Source: an optimization exercise on an open RTL-to-GDS flow (aim: small area). Production flows keep margins and buffers that such runs may drop.
Function was checked by simulation only, so behaviour that the tests miss may differ from the original.
Power figures rest on the tool's default switching activity, not on a simulated workload.

==> build 15 <==
## color_run_finder
module color_run_finder (
    input clk,
    input rst,
    input end_frame_in,
    input end_line_in,
    input new_pixel_in,
    input [15:0] pixel_in,
    output [10:0] run_start,
    output [10:0] run_end,
    output new_run,
    output end_line_out,
    output end_frame_out
  );
clock: 6.0 ns
lec_check: 0
cap_margin: 20
core_margin: 2
core_utilization: 45
cts_buf_list: sky130_fd_sc_hd__clkbuf_8
place_density: 0.6
slew_margin: 20
standard.sh (not shown) runs the stock make flow with config.mk's settings and CLKGATE_MAP_FILE= SYNTH_SCRIPT=/design/flow/synth_recipe.tcl, a recipe that flattens the netlist after the stock synthesis.
==> flow/flow/run.sh <==
#!/bin/bash
# Own layout flow: the standard synthesis, then the combinational cells of its netlist
# are re-synthesised for area with ABC (the flip-flop instances are kept as they are, with
# their names and cell types): plain &nf mapping, and deepsyn from several random seeds
# (from the netlist as it is, or after dc2/dch), each mapped with &nf; the smallest result is
# kept. Then the standard layout from floorplan to finish, with
# the smallest buffer on the ports and CTS without a dummy load on the clock tree. Each tool's output goes to a log file in this folder.
set -euo pipefail
W=$(pwd)
FH=${FLOW_HOME:-/OpenROAD-flow-scripts/flow}
R=$W/orfs/results/${FLOW_PLATFORM:-sky130hd}/color_run_finder/base
YOSYS=yosys
if [[ -x $FH/../tools/install/yosys/bin/yosys ]]; then YOSYS=$FH/../tools/install/yosys/bin/yosys; fi
LIB=$FH/platforms/sky130hd/lib/sky130_fd_sc_hd__tt_025C_1v80.lib

bash standard.sh synth > $W/synth.log 2>&1
cp $R/1_2_yosys.v $W/synth_standard.v

DEEP_T=${DEEP_T:-30}
SEEDS=${SEEDS:-32}
PAR=${PAR:-4}
DU=$(grep -o 'sky130_fd_sc_hd__\(lpflow\|probe\)[a-z0-9_]*' $LIB | sort -u | sed 's/^/-dont_use /' | tr '\n' ' ')
mkdir -p $W/reopt
reopt() {
  local s=$1
  if (( s == 1 )); then
    printf 'strash\n&get -n\n&nf -R 1000 -F 10 -A 10\n&put\ntopo\n' > $W/reopt/r$s.abc
  elif (( s % 2 == 0 )); then
    printf 'strash\ndc2\ndch\ndc2\n&get -n\n&deepsyn -T %s -S %s\n&put\n&get -n\n&nf -R 1000 -F 10 -A 10\n&put\ntopo\n' "$DEEP_T" "$s" > $W/reopt/r$s.abc
  else
    printf 'strash\n&get -n\n&deepsyn -T %s -S %s\n&put\n&get -n\n&nf -R 1000 -F 10 -A 10\n&put\ntopo\n' "$DEEP_T" "$s" > $W/reopt/r$s.abc
  fi
  $YOSYS -p "read_liberty -ignore_miss_func $LIB; read_verilog $W/synth_standard.v; hierarchy -top $FLOW_TOP; \
    blackbox sky130_fd_sc_hd__*df*; flatten; opt_clean; \
    opt -full; abc -liberty $LIB $DU -script $W/reopt/r$s.abc; opt_clean -purge; \
    hilomap -singleton -hicell sky130_fd_sc_hd__conb_1 HI -locell sky130_fd_sc_hd__conb_1 LO; \
    splitnets; opt_clean -purge; tee -o $W/reopt/r$s.txt stat -liberty $LIB; \
    write_verilog -noattr -nohex -nodec $W/reopt/r$s.v" > $W/reopt/r$s.log 2>&1 || true
}
s=1
while (( s <= SEEDS )); do
  for ((k = 0; k < PAR && s <= SEEDS; k++, s++)); do reopt $s & done
  wait
done
best=""; besta=""
for ((s = 1; s <= SEEDS; s++)); do
  [[ -f $W/reopt/r$s.v && -f $W/reopt/r$s.txt ]] || continue
  a=$(grep -o "Chip area for module .*: [0-9.]*" $W/reopt/r$s.txt | awk '{print $NF}' || true)
  [[ -n "$a" ]] || continue
  if [[ -z "$best" ]] || awk "BEGIN{exit !($a < $besta)}"; then best=$s; besta=$a; fi
done
echo "best seed $best area $besta" > $W/reopt_choice.txt
if [[ -n "$best" ]]; then cp $W/reopt/r$best.v $R/1_2_yosys.v; fi
rm -f $R/1_synth.odb $R/1_synth.sdc
bash standard.sh BUFFER_PORTS_ARGS="-buffer_cell sky130_fd_sc_hd__buf_1" CTS_ARGS="-buf_list sky130_fd_sc_hd__clkbuf_8 -sink_clustering_enable -repair_clock_nets -dont_use_dummy_load" finish > $W/finish.log 2>&1
==> build 21: changes against build 15 <==
--- a/flow/flow/run.sh
+++ b/flow/flow/run.sh
@@ -4,7 +4,7 @@
 # their names and cell types): plain &nf mapping, and deepsyn from several random seeds
 # (from the netlist as it is, or after dc2/dch), each mapped with &nf; the smallest result is
 # kept. Then the standard layout from floorplan to finish, with
-# the smallest buffer on the ports and CTS without a dummy load on the clock tree. Each tool's output goes to a log file in this folder.
+# the smallest buffer on the ports. Each tool's output goes to a log file in this folder.
 set -euo pipefail
 W=$(pwd)
 FH=${FLOW_HOME:-/OpenROAD-flow-scripts/flow}
@@ -17,7 +17,7 @@
 cp $R/1_2_yosys.v $W/synth_standard.v
 
 DEEP_T=${DEEP_T:-30}
-SEEDS=${SEEDS:-32}
+SEEDS=${SEEDS:-24}
 PAR=${PAR:-4}
 DU=$(grep -o 'sky130_fd_sc_hd__\(lpflow\|probe\)[a-z0-9_]*' $LIB | sort -u | sed 's/^/-dont_use /' | tr '\n' ' ')
 mkdir -p $W/reopt
@@ -52,4 +52,4 @@
 echo "best seed $best area $besta" > $W/reopt_choice.txt
 if [[ -n "$best" ]]; then cp $W/reopt/r$best.v $R/1_2_yosys.v; fi
 rm -f $R/1_synth.odb $R/1_synth.sdc
-bash standard.sh BUFFER_PORTS_ARGS="-buffer_cell sky130_fd_sc_hd__buf_1" CTS_ARGS="-buf_list sky130_fd_sc_hd__clkbuf_8 -sink_clustering_enable -repair_clock_nets -dont_use_dummy_load" finish > $W/finish.log 2>&1
+bash standard.sh BUFFER_PORTS_ARGS="-buffer_cell sky130_fd_sc_hd__buf_1" finish > $W/finish.log 2>&1
==> comparison <==
- Sequential power is about the same in build 15 and build 21.
- Non-clock buffer count is the same in build 21 and build 15.
- In sequential cell count, build 15 and build 21 do not differ.
- In global-route usage, build 15 and build 21 do not differ.
- Maximum frequency is about the same in build 15 and build 21.
- Between build 15 and build 21, the lower first-iteration DRC count is in build 15 (gap about 23%, measured against build 21).
- Clock skew: build 21 is lower than build 15 (0.0049 ns).
- Of build 21 and build 15, build 21 has the higher clock power (gap 4.1%, measured against build 15).
- In synthesized cell count, build 21 and build 15 do not differ.
- Against build 15, the setup slack of build 21 is better by 0.0059 ns.
==> figures <==
Cell internal power dissipation: build 21 0.2716 mW; build 15 0.2707 mW
Final std cell area, no fill: build 21 1645 sq um; build 15 1642 sq um
Sequential share of cell area: build 21 38.33%; build 15 38.41%
Non-clock buffer share: build 21 10.27%; build 15 10.29%
Finished Layout Cells: build 21 246; build 15 245
Peak supply drop: build 21 0.2499 mV; build 15 0.2412 mV
Iteration-0 DRC Markers: build 21 71; build 15 55
Average via count per standard cell: build 21 5.313; build 15 5.331
Number of vias after detailed routing: build 21 1307; build 15 1306
Clock network area share: build 21 2.738%; build 15 2.515%
CP required: build 21 6.15 ns; build 15 6.14 ns
Total Routed Length: build 21 3022 um; build 15 2993 um
Number of fill cells in the layout: build 21 298; build 15 297
Minimum period implied by the final worst setup slack: build 21 4.308 ns; build 15 4.314 ns
Clk slew on worst S/H paths: build 21 0.08 ns; build 15 0.07 ns
Final standard cell utilization of the core: build 21 54.79%; build 15 54.67%
Switching share of power: build 21 29.71%; build 15 29.20%
Comb. pwr: build 21 0.0981 mW; build 15 0.0978 mW
Outcome: build 21 timing/DRC/antenna clean; build 15 timing/DRC/antenna clean
Maximum operating frequency: build 21 232.1 MHz; build 15 231.8 MHz
Post-layout worst setup margin: build 21 1.692 ns; build 15 1.686 ns
Slew Limit Headroom: build 21 62.46%; build 15 62.44%

## what the ideal ports hide
How much do the figures lean on ideal ports? The routed layouts below were timed once more, with nothing changed but the port constraints. Step 1 sets driving cells, clkbuf_16 on the clock port and buf_2 on the other inputs (assumed; they add their load-dependent delay and slew). Step 2 adds t to the input delays and takes it off the output delays; t is the mean of the earliest and latest rising clock arrival at the registers after step 1. Input paths then give back, and output paths get back, about the clock's delay inside the block. Slacks: no drivers / after step 1 / after step 2; pairs: no drivers / after step 1.
run | t, ns | setup WS [ns] | worst setup path after step 2 | worst register clock-pin slew, ns | worst data-port slew with drivers (ns)
build 15 | 0.279 | 1.686 / 1.685 / 1.407 | input to register | 0.08 / 0.08 | 0.03
build 21 | 0.281 | 1.692 / 1.691 / 1.410 | input to register | 0.08 / 0.08 | 0.03
After both steps every run listed still meets setup and hold. For build 21, which loses most, drivers alone change the setup slack by -0.001 ns; drivers and shift together by -0.282 ns.
